From an optimization exercise on the open Yosys and OpenROAD flow, aimed at small area and a short achievable clock period; shortcuts taken in it are not production practice. In this exercise RTL edits were held to simulation tests only and were not proved equivalent to the original. Power and IR drop assume default switching activity.

==> inputs of branch onyx <==
## mmu_array
module mmu_array #(
    parameter int N = 4,
    parameter int DW = 8,
    parameter int AW = 32
) (
    input  logic clk,
    input  logic valid_i,
    input  logic [N*DW-1:0] activation_rows,    
    input  logic [N*DW-1:0] weight_columns,     
    output logic valid_o,
    output logic [N*N*AW-1:0] psums             
);
==> module mmu_array, before the edit <==
module mmu_array #(
    parameter int N = 4,
    parameter int DW = 8,
    parameter int AW = 32
) (
    input  logic clk,
    input  logic valid_i,
    input  logic [N*DW-1:0] activation_rows,    
    input  logic [N*DW-1:0] weight_columns,     
    output logic valid_o,
    output logic [N*N*AW-1:0] psums             
);
    logic [N-1:0] vq;
    always_ff @(posedge clk) vq <= {vq[N-2:0], valid_i};
    assign valid_o = vq[N-1];
    logic [DW-1:0] a_bus [N][N];
    logic [DW-1:0] w_bus [N][N];
    for (genvar r = 0; r < N; r++) begin : ROW
        for (genvar c = 0; c < N; c++) begin : COL
            logic v;
            if (c == 0) begin : A0
                assign a_bus[r][c] = activation_rows[r*DW +: DW];
                assign v = valid_i;
            end else begin : AQ
                logic [DW-1:0] a_q;
                always_ff @(posedge clk) a_q <= a_bus[r][c-1];
                assign a_bus[r][c] = a_q;
                assign v = vq[c-1];
            end
            if (r == 0) begin : W0
                assign w_bus[r][c] = weight_columns[c*DW +: DW];
            end else begin : WQ
                logic [DW-1:0] w_q;
                always_ff @(posedge clk) w_q <= w_bus[r-1][c];
                assign w_bus[r][c] = w_q;
            end
            mac pe (
                .clk(clk), .v(v), .a(a_bus[r][c]), .w(w_bus[r][c]),
                .acc_o(psums[(r*N+c)*AW +: AW])
            );
        end
    end
endmodule
Settings: LEC_CHECK=0, CAP_MARGIN=20, CORE_MARGIN=2, CORE_UTILIZATION=40, SETUP_SLACK_MARGIN=3.5, SLEW_MARGIN=20, TNS_END_PERCENT=10; clock period 8.0 ns.
run.sh (not shown) runs the stock make flow with config.mk's settings and CLKGATE_MAP_FILE= SYNTH_SCRIPT=/design/flow/synth_recipe.tcl, a recipe that flattens the netlist after the stock synthesis.
==> branch juniper: changes against branch onyx <==
==> flow/flow/run.sh (new file) <==
#!/bin/bash
# Standard synthesis and layout; the only change is the cell used to buffer the
# ports (buf_2 instead of the resizer's default pick, a slow delay cell).
set -euo pipefail
bash standard.sh "BUFFER_PORTS_ARGS=-buffer_cell sky130_fd_sc_hd__buf_2" finish > standard_flow.log 2>&1
==> flow/standard.sh (new file) <==
#!/bin/bash
# synth_recipe.tcl (not shown) runs the flow's synth.tcl, then flattens the netlist and writes it again
# the make line also repeats each setting of config.mk as NAME=value (left out here)
make -C /OpenROAD-flow-scripts/flow DESIGN_CONFIG=/design/flow/config.mk WORK_HOME=/design/flow/orfs CLKGATE_MAP_FILE= SYNTH_SCRIPT=/design/flow/synth_recipe.tcl "${@:-finish}"
CORE_UTILIZATION = 60   (was 40)
removed: flow/run.sh
==> branch yarrow: changes against branch onyx <==
--- a/flow/design.v
+++ b/flow/design.v
@@ -422,2 +422,421 @@
 endmodule
+module mac_b (
+    input  logic        clk,
+    input  logic        v,
+    input  logic        vf,    
+    input  logic [7:0]  a,
+    input  logic [7:0]  w,
+    output logic [31:0] acc_o
+);
+    logic [15:0] L, U;
+    logic pu, pd;
+    wire [15:0] Lg = vf ? L : 16'd0;
+    wire up = vf & pu;
+    wire dn = vf & pd;
+    wire pp0 = (a[0] & w[0]);
+    wire pp1 = (a[0] & w[1]);
+    wire pp2 = (a[0] & w[2]);
+    wire pp3 = (a[0] & w[3]);
+    wire pp4 = (a[0] & w[4]);
+    wire pp5 = (a[0] & w[5]);
+    wire pp6 = (a[0] & w[6]);
+    wire pp7 = (~a[0] | ~w[7]);
+    wire pp8 = (a[1] & w[0]);
+    wire pp9 = (a[1] & w[1]);
+    wire pp10 = (a[1] & w[2]);
+    wire pp11 = (a[1] & w[3]);
+    wire pp12 = (a[1] & w[4]);
+    wire pp13 = (a[1] & w[5]);
+    wire pp14 = (a[1] & w[6]);
+    wire pp15 = (~a[1] | ~w[7]);
+    wire pp16 = (a[2] & w[0]);
+    wire pp17 = (a[2] & w[1]);
+    wire pp18 = (a[2] & w[2]);
+    wire pp19 = (a[2] & w[3]);
+    wire pp20 = (a[2] & w[4]);
+    wire pp21 = (a[2] & w[5]);
+    wire pp22 = (a[2] & w[6]);
+    wire pp23 = (~a[2] | ~w[7]);
+    wire pp24 = (a[3] & w[0]);
+    wire pp25 = (a[3] & w[1]);
+    wire pp26 = (a[3] & w[2]);
+    wire pp27 = (a[3] & w[3]);
+    wire pp28 = (a[3] & w[4]);
+    wire pp29 = (a[3] & w[5]);
+    wire pp30 = (a[3] & w[6]);
+    wire pp31 = (~a[3] | ~w[7]);
+    wire pp32 = (a[4] & w[0]);
+    wire pp33 = (a[4] & w[1]);
+    wire pp34 = (a[4] & w[2]);
+    wire pp35 = (a[4] & w[3]);
+    wire pp36 = (a[4] & w[4]);
+    wire pp37 = (a[4] & w[5]);
+    wire pp38 = (a[4] & w[6]);
+    wire pp39 = (~a[4] | ~w[7]);
+    wire pp40 = (a[5] & w[0]);
+    wire pp41 = (a[5] & w[1]);
+    wire pp42 = (a[5] & w[2]);
+    wire pp43 = (a[5] & w[3]);
+    wire pp44 = (a[5] & w[4]);
+    wire pp45 = (a[5] & w[5]);
+    wire pp46 = (a[5] & w[6]);
+    wire pp47 = (~a[5] | ~w[7]);
+    wire pp48 = (a[6] & w[0]);
+    wire pp49 = (a[6] & w[1]);
+    wire pp50 = (a[6] & w[2]);
+    wire pp51 = (a[6] & w[3]);
+    wire pp52 = (a[6] & w[4]);
+    wire pp53 = (a[6] & w[5]);
+    wire pp54 = (a[6] & w[6]);
+    wire pp55 = (~a[6] | ~w[7]);
+    wire pp56 = (~a[7] | ~w[0]);
+    wire pp57 = (~a[7] | ~w[1]);
+    wire pp58 = (~a[7] | ~w[2]);
+    wire pp59 = (~a[7] | ~w[3]);
+    wire pp60 = (~a[7] | ~w[4]);
+    wire pp61 = (~a[7] | ~w[5]);
+    wire pp62 = (~a[7] | ~w[6]);
+    wire pp63 = (a[7] & w[7]);
+    wire s64 = pp5 ^ pp12;
+    wire c65 = pp5 & pp12;
+    wire s66 = pp6 ^ pp13 ^ pp20;
+    wire c67 = (pp6 & pp13) | (pp20 & (pp6 ^ pp13));
+    wire s68 = pp27 ^ pp34;
+    wire c69 = pp27 & pp34;
+    wire s70 = pp7 ^ pp14 ^ pp21;
+    wire c71 = (pp7 & pp14) | (pp21 & (pp7 ^ pp14));
+    wire s72 = pp28 ^ pp35 ^ pp42;
+    wire c73 = (pp28 & pp35) | (pp42 & (pp28 ^ pp35));
+    wire s74 = pp49 ^ pp56;
+    wire c75 = pp49 & pp56;
+    wire s76 = 1'b1 ^ pp15 ^ pp22;
+    wire c77 = (1'b1 & pp15) | (pp22 & (1'b1 ^ pp15));
+    wire s78 = pp29 ^ pp36 ^ pp43;
+    wire c79 = (pp29 & pp36) | (pp43 & (pp29 ^ pp36));
+    wire s80 = pp50 ^ pp57 ^ Lg[8];
+    wire c81 = (pp50 & pp57) | (Lg[8] & (pp50 ^ pp57));
+    wire s82 = pp23 ^ pp30 ^ pp37;
+    wire c83 = (pp23 & pp30) | (pp37 & (pp23 ^ pp30));
+    wire s84 = pp44 ^ pp51 ^ pp58;
+    wire c85 = (pp44 & pp51) | (pp58 & (pp44 ^ pp51));
+    wire s86 = pp31 ^ pp38 ^ pp45;
+    wire c87 = (pp31 & pp38) | (pp45 & (pp31 ^ pp38));
+    wire s88 = pp3 ^ pp10;
+    wire c89 = pp3 & pp10;
+    wire s90 = pp4 ^ pp11 ^ pp18;
+    wire c91 = (pp4 & pp11) | (pp18 & (pp4 ^ pp11));
+    wire s92 = pp25 ^ pp32;
+    wire c93 = pp25 & pp32;
+    wire s94 = pp19 ^ pp26 ^ pp33;
+    wire c95 = (pp19 & pp26) | (pp33 & (pp19 ^ pp26));
+    wire s96 = pp40 ^ Lg[5] ^ s64;
+    wire c97 = (pp40 & Lg[5]) | (s64 & (pp40 ^ Lg[5]));
+    wire s98 = pp41 ^ pp48 ^ Lg[6];
+    wire c99 = (pp41 & pp48) | (Lg[6] & (pp41 ^ pp48));
+    wire s100 = c65 ^ s68 ^ s66;
+    wire c101 = (c65 & s68) | (s66 & (c65 ^ s68));
+    wire s102 = Lg[7] ^ c69 ^ s74;
+    wire c103 = (Lg[7] & c69) | (s74 & (Lg[7] ^ c69));
+    wire s104 = c67 ^ s70 ^ s72;
+    wire c105 = (c67 & s70) | (s72 & (c67 ^ s70));
+    wire s106 = c75 ^ c71 ^ c73;
+    wire c107 = (c75 & c71) | (c73 & (c75 ^ c71));
+    wire s108 = s76 ^ s78 ^ s80;
+    wire c109 = (s76 & s78) | (s80 & (s76 ^ s78));
+    wire s110 = Lg[9] ^ c77 ^ c79;
+    wire c111 = (Lg[9] & c77) | (c79 & (Lg[9] ^ c77));
+    wire s112 = s82 ^ s84 ^ c81;
+    wire c113 = (s82 & s84) | (c81 & (s82 ^ s84));
+    wire s114 = pp52 ^ pp59 ^ Lg[10];
+    wire c115 = (pp52 & pp59) | (Lg[10] & (pp52 ^ pp59));
+    wire s116 = c83 ^ c85 ^ s86;
+    wire c117 = (c83 & c85) | (s86 & (c83 ^ c85));
+    wire s118 = pp39 ^ pp46 ^ pp53;
+    wire c119 = (pp39 & pp46) | (pp53 & (pp39 ^ pp46));
+    wire s120 = pp60 ^ Lg[11] ^ c87;
+    wire c121 = (pp60 & Lg[11]) | (c87 & (pp60 ^ Lg[11]));
+    wire s122 = pp47 ^ pp54 ^ pp61;
+    wire c123 = (pp47 & pp54) | (pp61 & (pp47 ^ pp54));
+    wire s124 = pp2 ^ pp9;
+    wire c125 = pp2 & pp9;
+    wire s126 = pp17 ^ pp24 ^ Lg[3];
+    wire c127 = (pp17 & pp24) | (Lg[3] & (pp17 ^ pp24));
+    wire s128 = Lg[4] ^ c89 ^ s92;
+    wire c129 = (Lg[4] & c89) | (s92 & (Lg[4] ^ c89));
+    wire s130 = c93 ^ c91 ^ s94;
+    wire c131 = (c93 & c91) | (s94 & (c93 ^ c91));
+    wire s132 = c95 ^ s98 ^ c97;
+    wire c133 = (c95 & s98) | (c97 & (c95 ^ s98));
+    wire s134 = c99 ^ s102 ^ c101;
+    wire c135 = (c99 & s102) | (c101 & (c99 ^ s102));
+    wire s136 = c103 ^ c105 ^ s106;
+    wire c137 = (c103 & c105) | (s106 & (c103 ^ c105));
+    wire s138 = c107 ^ s110 ^ c109;
+    wire c139 = (c107 & s110) | (c109 & (c107 ^ s110));
+    wire s140 = s114 ^ c111 ^ s116;
+    wire c141 = (s114 & c111) | (s116 & (s114 ^ c111));
+    wire s142 = s118 ^ c115 ^ c117;
+    wire c143 = (s118 & c115) | (c117 & (s118 ^ c115));
+    wire s144 = Lg[12] ^ c119 ^ s122;
+    wire c145 = (Lg[12] & c119) | (s122 & (Lg[12] ^ c119));
+    wire s146 = pp55 ^ pp62 ^ Lg[13];
+    wire c147 = (pp55 & pp62) | (Lg[13] & (pp55 ^ pp62));
+    wire s148 = pp1 ^ pp8;
+    wire c149 = pp1 & pp8;
+    wire s150 = pp16 ^ Lg[2] ^ s124;
+    wire c151 = (pp16 & Lg[2]) | (s124 & (pp16 ^ Lg[2]));
+    wire s152 = c125 ^ s88 ^ s126;
+    wire c153 = (c125 & s88) | (s126 & (c125 ^ s88));
+    wire s154 = s90 ^ c127 ^ s128;
+    wire c155 = (s90 & c127) | (s128 & (s90 ^ c127));
+    wire s156 = c129 ^ s96 ^ s130;
+    wire c157 = (c129 & s96) | (s130 & (c129 ^ s96));
+    wire s158 = c131 ^ s100 ^ s132;
+    wire c159 = (c131 & s100) | (s132 & (c131 ^ s100));
+    wire s160 = s104 ^ c133 ^ s134;
+    wire c161 = (s104 & c133) | (s134 & (s104 ^ c133));
+    wire s162 = s108 ^ c135 ^ s136;
+    wire c163 = (s108 & c135) | (s136 & (s108 ^ c135));
+    wire s164 = s112 ^ c137 ^ s138;
+    wire c165 = (s112 & c137) | (s138 & (s112 ^ c137));
+    wire s166 = c113 ^ s140 ^ c139;
+    wire c167 = (c113 & s140) | (c139 & (c113 ^ s140));
+    wire s168 = s120 ^ c141 ^ s142;
+    wire c169 = (s120 & c141) | (s142 & (s120 ^ c141));
+    wire s170 = s144 ^ c121 ^ c143;
+    wire c171 = (s144 & c121) | (c143 & (s144 ^ c121));
+    wire s172 = c123 ^ s146 ^ c145;
+    wire c173 = (c123 & s146) | (c145 & (c123 ^ s146));
+    wire s174 = pp63 ^ Lg[14] ^ c147;
+    wire c175 = (pp63 & Lg[14]) | (c147 & (pp63 ^ Lg[14]));
+    wire s176 = 1'b1 ^ Lg[15];
+    wire c177 = 1'b1 & Lg[15];
+    wire tg178 = pp0 & Lg[0];
+    wire tg179 = s148 & Lg[1];
+    wire tg180 = c149 & s150;
+    wire tg181 = c151 & s152;
+    wire tg182 = c153 & s154;
+    wire tg183 = c155 & s156;
+    wire tg184 = c157 & s158;
+    wire tg185 = c159 & s160;
+    wire tg186 = c161 & s162;
+    wire tg187 = c163 & s164;
+    wire tg188 = c165 & s166;
+    wire tg189 = c167 & s168;
+    wire tg190 = c169 & s170;
+    wire tg191 = c171 & s172;
+    wire tg192 = c173 & s174;
+    wire tg193 = c175 & s176;
+    wire tg194 = c177 & 1'b1;
+    wire tg195 = 1'b1 & 1'b0;
+    wire tp196 = pp0 ^ Lg[0];
+    wire tp197 = s148 ^ Lg[1];
+    wire tp198 = c149 ^ s150;
+    wire tp199 = c151 ^ s152;
+    wire tp200 = c153 ^ s154;
+    wire tp201 = c155 ^ s156;
+    wire tp202 = c157 ^ s158;
+    wire tp203 = c159 ^ s160;
+    wire tp204 = c161 ^ s162;
+    wire tp205 = c163 ^ s164;
+    wire tp206 = c165 ^ s166;
+    wire tp207 = c167 ^ s168;
+    wire tp208 = c169 ^ s170;
+    wire tp209 = c171 ^ s172;
+    wire tp210 = c173 ^ s174;
+    wire tp211 = c175 ^ s176;
+    wire tp212 = c177 ^ 1'b1;
+    wire tp213 = 1'b1 ^ 1'b0;
+    wire tG214 = tg179 | (tp197 & tg178);
+    wire tP215 = tp197 & tp196;
+    wire tG216 = tg181 | (tp199 & tg180);
+    wire tP217 = tp199 & tp198;
+    wire tG218 = tg183 | (tp201 & tg182);
+    wire tP219 = tp201 & tp200;
+    wire tG220 = tg185 | (tp203 & tg184);
+    wire tP221 = tp203 & tp202;
+    wire tG222 = tg187 | (tp205 & tg186);
+    wire tP223 = tp205 & tp204;
+    wire tG224 = tg189 | (tp207 & tg188);
+    wire tP225 = tp207 & tp206;
+    wire tG226 = tg191 | (tp209 & tg190);
+    wire tP227 = tp209 & tp208;
+    wire tG228 = tg193 | (tp211 & tg192);
+    wire tP229 = tp211 & tp210;
+    wire tG230 = tg195 | (tp213 & tg194);
+    wire tP231 = tp213 & tp212;
+    wire tG232 = tg180 | (tp198 & tG214);
+    wire tP233 = tp198 & tP215;
+    wire tG234 = tG216 | (tP217 & tG214);
+    wire tP235 = tP217 & tP215;
+    wire tG236 = tg184 | (tp202 & tG218);
+    wire tP237 = tp202 & tP219;
+    wire tG238 = tG220 | (tP221 & tG218);
+    wire tP239 = tP221 & tP219;
+    wire tG240 = tg188 | (tp206 & tG222);
+    wire tP241 = tp206 & tP223;
+    wire tG242 = tG224 | (tP225 & tG222);
+    wire tP243 = tP225 & tP223;
+    wire tG244 = tg192 | (tp210 & tG226);
+    wire tP245 = tp210 & tP227;
+    wire tG246 = tG228 | (tP229 & tG226);
+    wire tP247 = tP229 & tP227;
+    wire tG248 = tg182 | (tp200 & tG234);
+    wire tP249 = tp200 & tP235;
+    wire tG250 = tG218 | (tP219 & tG234);
+    wire tP251 = tP219 & tP235;
+    wire tG252 = tG236 | (tP237 & tG234);
+    wire tP253 = tP237 & tP235;
+    wire tG254 = tG238 | (tP239 & tG234);
+    wire tP255 = tP239 & tP235;
+    wire tG256 = tg190 | (tp208 & tG242);
+    wire tP257 = tp208 & tP243;
+    wire tG258 = tG226 | (tP227 & tG242);
+    wire tP259 = tP227 & tP243;
+    wire tG260 = tG244 | (tP245 & tG242);
+    wire tP261 = tP245 & tP243;
+    wire tG262 = tG246 | (tP247 & tG242);
+    wire tP263 = tP247 & tP243;
+    wire tG264 = tg186 | (tp204 & tG254);
+    wire tP265 = tp204 & tP255;
+    wire tG266 = tG222 | (tP223 & tG254);
+    wire tP267 = tP223 & tP255;
+    wire tG268 = tG240 | (tP241 & tG254);
+    wire tP269 = tP241 & tP255;
+    wire tG270 = tG242 | (tP243 & tG254);
+    wire tP271 = tP243 & tP255;
+    wire tG272 = tG256 | (tP257 & tG254);
+    wire tP273 = tP257 & tP255;
+    wire tG274 = tG258 | (tP259 & tG254);
+    wire tP275 = tP259 & tP255;
+    wire tG276 = tG260 | (tP261 & tG254);
+    wire tP277 = tP261 & tP255;
+    wire tG278 = tG262 | (tP263 & tG254);
+    wire tP279 = tP263 & tP255;
+    wire tG280 = tg194 | (tp212 & tG278);
+    wire tP281 = tp212 & tP279;
+    wire tG282 = tG230 | (tP231 & tG278);
+    wire tP283 = tP231 & tP279;
+    wire ts284 = tp197 ^ tg178;
+    wire ts285 = tp198 ^ tG214;
+    wire ts286 = tp199 ^ tG232;
+    wire ts287 = tp200 ^ tG234;
+    wire ts288 = tp201 ^ tG248;
+    wire ts289 = tp202 ^ tG250;
+    wire ts290 = tp203 ^ tG252;
+    wire ts291 = tp204 ^ tG254;
+    wire ts292 = tp205 ^ tG264;
+    wire ts293 = tp206 ^ tG266;
+    wire ts294 = tp207 ^ tG268;
+    wire ts295 = tp208 ^ tG270;
+    wire ts296 = tp209 ^ tG272;
+    wire ts297 = tp210 ^ tG274;
+    wire ts298 = tp211 ^ tG276;
+    wire ts299 = tp212 ^ tG278;
+    wire ts300 = tp213 ^ tG280;
+    wire rn301 = ~U[0];
+    wire rn302 = ~U[1];
+    wire rn303 = ~U[2];
+    wire rn304 = ~U[3];
+    wire rn305 = ~U[4];
+    wire rn306 = ~U[5];
+    wire rn307 = ~U[6];
+    wire rn308 = ~U[7];
+    wire rn309 = ~U[8];
+    wire rn310 = ~U[9];
+    wire rn311 = ~U[10];
+    wire rn312 = ~U[11];
+    wire rn313 = ~U[12];
+    wire rn314 = ~U[13];
+    wire rn315 = ~U[14];
+    wire rn316 = ~U[15];
+    wire ra317 = U[1] & U[0];
+    wire rz318 = rn302 & rn301;
+    wire ra319 = U[3] & U[2];
+    wire rz320 = rn304 & rn303;
+    wire ra321 = U[5] & U[4];
+    wire rz322 = rn306 & rn305;
+    wire ra323 = U[7] & U[6];
+    wire rz324 = rn308 & rn307;
+    wire ra325 = U[9] & U[8];
+    wire rz326 = rn310 & rn309;
+    wire ra327 = U[11] & U[10];
+    wire rz328 = rn312 & rn311;
+    wire ra329 = U[13] & U[12];
+    wire rz330 = rn314 & rn313;
+    wire ra331 = U[15] & U[14];
+    wire rz332 = rn316 & rn315;
+    wire ra333 = U[2] & ra317;
+    wire rz334 = rn303 & rz318;
+    wire ra335 = ra319 & ra317;
+    wire rz336 = rz320 & rz318;
+    wire ra337 = U[6] & ra321;
+    wire rz338 = rn307 & rz322;
+    wire ra339 = ra323 & ra321;
+    wire rz340 = rz324 & rz322;
+    wire ra341 = U[10] & ra325;
+    wire rz342 = rn311 & rz326;
+    wire ra343 = ra327 & ra325;
+    wire rz344 = rz328 & rz326;
+    wire ra345 = U[14] & ra329;
+    wire rz346 = rn315 & rz330;
+    wire ra347 = ra331 & ra329;
+    wire rz348 = rz332 & rz330;
+    wire ra349 = U[4] & ra335;
+    wire rz350 = rn305 & rz336;
+    wire ra351 = ra321 & ra335;
+    wire rz352 = rz322 & rz336;
+    wire ra353 = ra337 & ra335;
+    wire rz354 = rz338 & rz336;
+    wire ra355 = ra339 & ra335;
+    wire rz356 = rz340 & rz336;
+    wire ra357 = U[12] & ra343;
+    wire rz358 = rn313 & rz344;
+    wire ra359 = ra329 & ra343;
+    wire rz360 = rz330 & rz344;
+    wire ra361 = ra345 & ra343;
+    wire rz362 = rz346 & rz344;
+    wire ra363 = ra347 & ra343;
+    wire rz364 = rz348 & rz344;
+    wire ra365 = U[8] & ra355;
+    wire rz366 = rn309 & rz356;
+    wire ra367 = ra325 & ra355;
+    wire rz368 = rz326 & rz356;
+    wire ra369 = ra341 & ra355;
+    wire rz370 = rz342 & rz356;
+    wire ra371 = ra343 & ra355;
+    wire rz372 = rz344 & rz356;
+    wire ra373 = ra357 & ra355;
+    wire rz374 = rz358 & rz356;
+    wire ra375 = ra359 & ra355;
+    wire rz376 = rz360 & rz356;
+    wire ra377 = ra361 & ra355;
+    wire rz378 = rz362 & rz356;
+    wire ra379 = ra363 & ra355;
+    wire rz380 = rz364 & rz356;
+    wire ro381 = U[0] ^ (up | dn);
+    wire ro382 = U[1] ^ ((up & U[0]) | (dn & rn301));
+    wire ro383 = U[2] ^ ((up & ra317) | (dn & rz318));
+    wire ro384 = U[3] ^ ((up & ra333) | (dn & rz334));
+    wire ro385 = U[4] ^ ((up & ra335) | (dn & rz336));
+    wire ro386 = U[5] ^ ((up & ra349) | (dn & rz350));
+    wire ro387 = U[6] ^ ((up & ra351) | (dn & rz352));
+    wire ro388 = U[7] ^ ((up & ra353) | (dn & rz354));
+    wire ro389 = U[8] ^ ((up & ra355) | (dn & rz356));
+    wire ro390 = U[9] ^ ((up & ra365) | (dn & rz366));
+    wire ro391 = U[10] ^ ((up & ra367) | (dn & rz368));
+    wire ro392 = U[11] ^ ((up & ra369) | (dn & rz370));
+    wire ro393 = U[12] ^ ((up & ra371) | (dn & rz372));
+    wire ro394 = U[13] ^ ((up & ra373) | (dn & rz374));
+    wire ro395 = U[14] ^ ((up & ra375) | (dn & rz376));
+    wire ro396 = U[15] ^ ((up & ra377) | (dn & rz378));
+    wire [15:0] R = {ro396, ro395, ro394, ro393, ro392, ro391, ro390, ro389, ro388, ro387, ro386, ro385, ro384, ro383, ro382, ro381};
+    always_ff @(posedge clk) begin
+        L <= {ts298, ts297, ts296, ts295, ts294, ts293, ts292, ts291, ts290, ts289, ts288, ts287, ts286, ts285, ts284, tp196};
+        pu <= ts299 & ~ts300;
+        pd <= ts300;
+        U <= v ? R : '0;
+    end
+    assign acc_o = {R, Lg};
+endmodule
 module mmu_array #(
@@ -458,6 +877,13 @@
             end
-            mac pe (
-                .clk(clk), .v(v), .a(a_bus[r][c]), .w(w_bus[r][c]),
-                .acc_o(psums[(r*N+c)*AW +: AW])
-            );
+            if (r == 0 || c == 0) begin : B
+                mac_b pe (
+                    .clk(clk), .v(v), .vf(vq[c]), .a(a_bus[r][c]), .w(w_bus[r][c]),
+                    .acc_o(psums[(r*N+c)*AW +: AW])
+                );
+            end else begin : I
+                mac pe (
+                    .clk(clk), .v(v), .a(a_bus[r][c]), .w(w_bus[r][c]),
+                    .acc_o(psums[(r*N+c)*AW +: AW])
+                );
+            end
         end
==> flow/flow/run.sh (new file) <==
#!/bin/bash
# Standard synthesis and layout; the only change is the cell used to buffer the
# ports (buf_2 instead of the resizer's default pick, a slow delay cell).
set -euo pipefail
bash standard.sh "BUFFER_PORTS_ARGS=-buffer_cell sky130_fd_sc_hd__buf_2" finish > standard_flow.log 2>&1
==> flow/standard.sh (new file) <==
#!/bin/bash
# synth_recipe.tcl (not shown) runs the flow's synth.tcl, then flattens the netlist and writes it again
# the make line also repeats each setting of config.mk as NAME=value (left out here)
make -C /OpenROAD-flow-scripts/flow DESIGN_CONFIG=/design/flow/config.mk WORK_HOME=/design/flow/orfs CLKGATE_MAP_FILE= SYNTH_SCRIPT=/design/flow/synth_recipe.tcl "${@:-finish}"
CTS_CLUSTER_DIAMETER = 100   (was not set)
CTS_CLUSTER_SIZE = 22   (was not set)
removed: flow/run.sh
==> summary.txt <==
quantity	branch onyx	branch juniper	branch yarrow
Proportion of layout cells with a drive suffix above 1	9.40%	13.9%	13.3%
Result of the run	timing/DRC/antenna clean	timing/DRC/antenna clean	timing/DRC/antenna clean
Critical path data required time	6.40 ns	8.60 ns	8.55 ns
Peak supply drop	0.332 mV	0.344 mV	0.252 mV
Beginning of the critical path	ROW[1].COL[0].pe.U[0]	weight_columns[15]	weight_columns[31]
Syn-to-layout area delta	18.1%	10.5%	9.06%
Count of cells resized by post-cts repair	474	55	55
Die Ht	401 um	328 um	401 um
Net count, final	8448	8398	8415
N_taps	2058	1380	2058
Signal buf overhead	8.54%	4.77%	4.57%
Internal cell power	20.7 mW	18.5 mW	16.0 mW
Logic depth of the worst setup path including buffers	6	16	16
Post-route design area	74400 um^2	69600 um^2	68900 um^2
Layout filler cell count	14900	8696	15400

==> afterwards: timing with drivers on the ports <==
In the flow no input, the clock included, has a driving cell. The finished layouts below were timed again as built, in two steps.
Step 1 sets driving cells, clkbuf_16 on the clock port and buf_2 on the other inputs (assumed; they add their load-dependent delay and slew).
Step 2 moves the port delays by t, midway between the first and last clock arrival at a register: inputs arrive t later, outputs are due t later. That takes back most of the time a late clock gives input paths.
Three values: no drivers, after step 1, after step 2; two values: the first two.
| run | shift t [ns] | slack for setup (ns) | hold slack, ns | worst setup path after step 2 |
|---|---|---|---|---|
| branch onyx | 0.768 | 3.257 / 3.177 / 2.545 | 0.431 / 0.431 / 0.431 | input to register |
| branch juniper | 0.740 | 3.225 / 3.248 / 2.512 | 0.374 / 0.374 / 0.374 | input to register |
| branch yarrow | 0.738 | 3.354 / 3.353 / 2.671 | 0.432 / 0.432 / 0.432 | input to register |
After both steps every run listed still meets setup and hold. The setup slack of branch juniper, which loses most, moves by +0.023 ns with the drivers and by -0.713 ns with both steps.
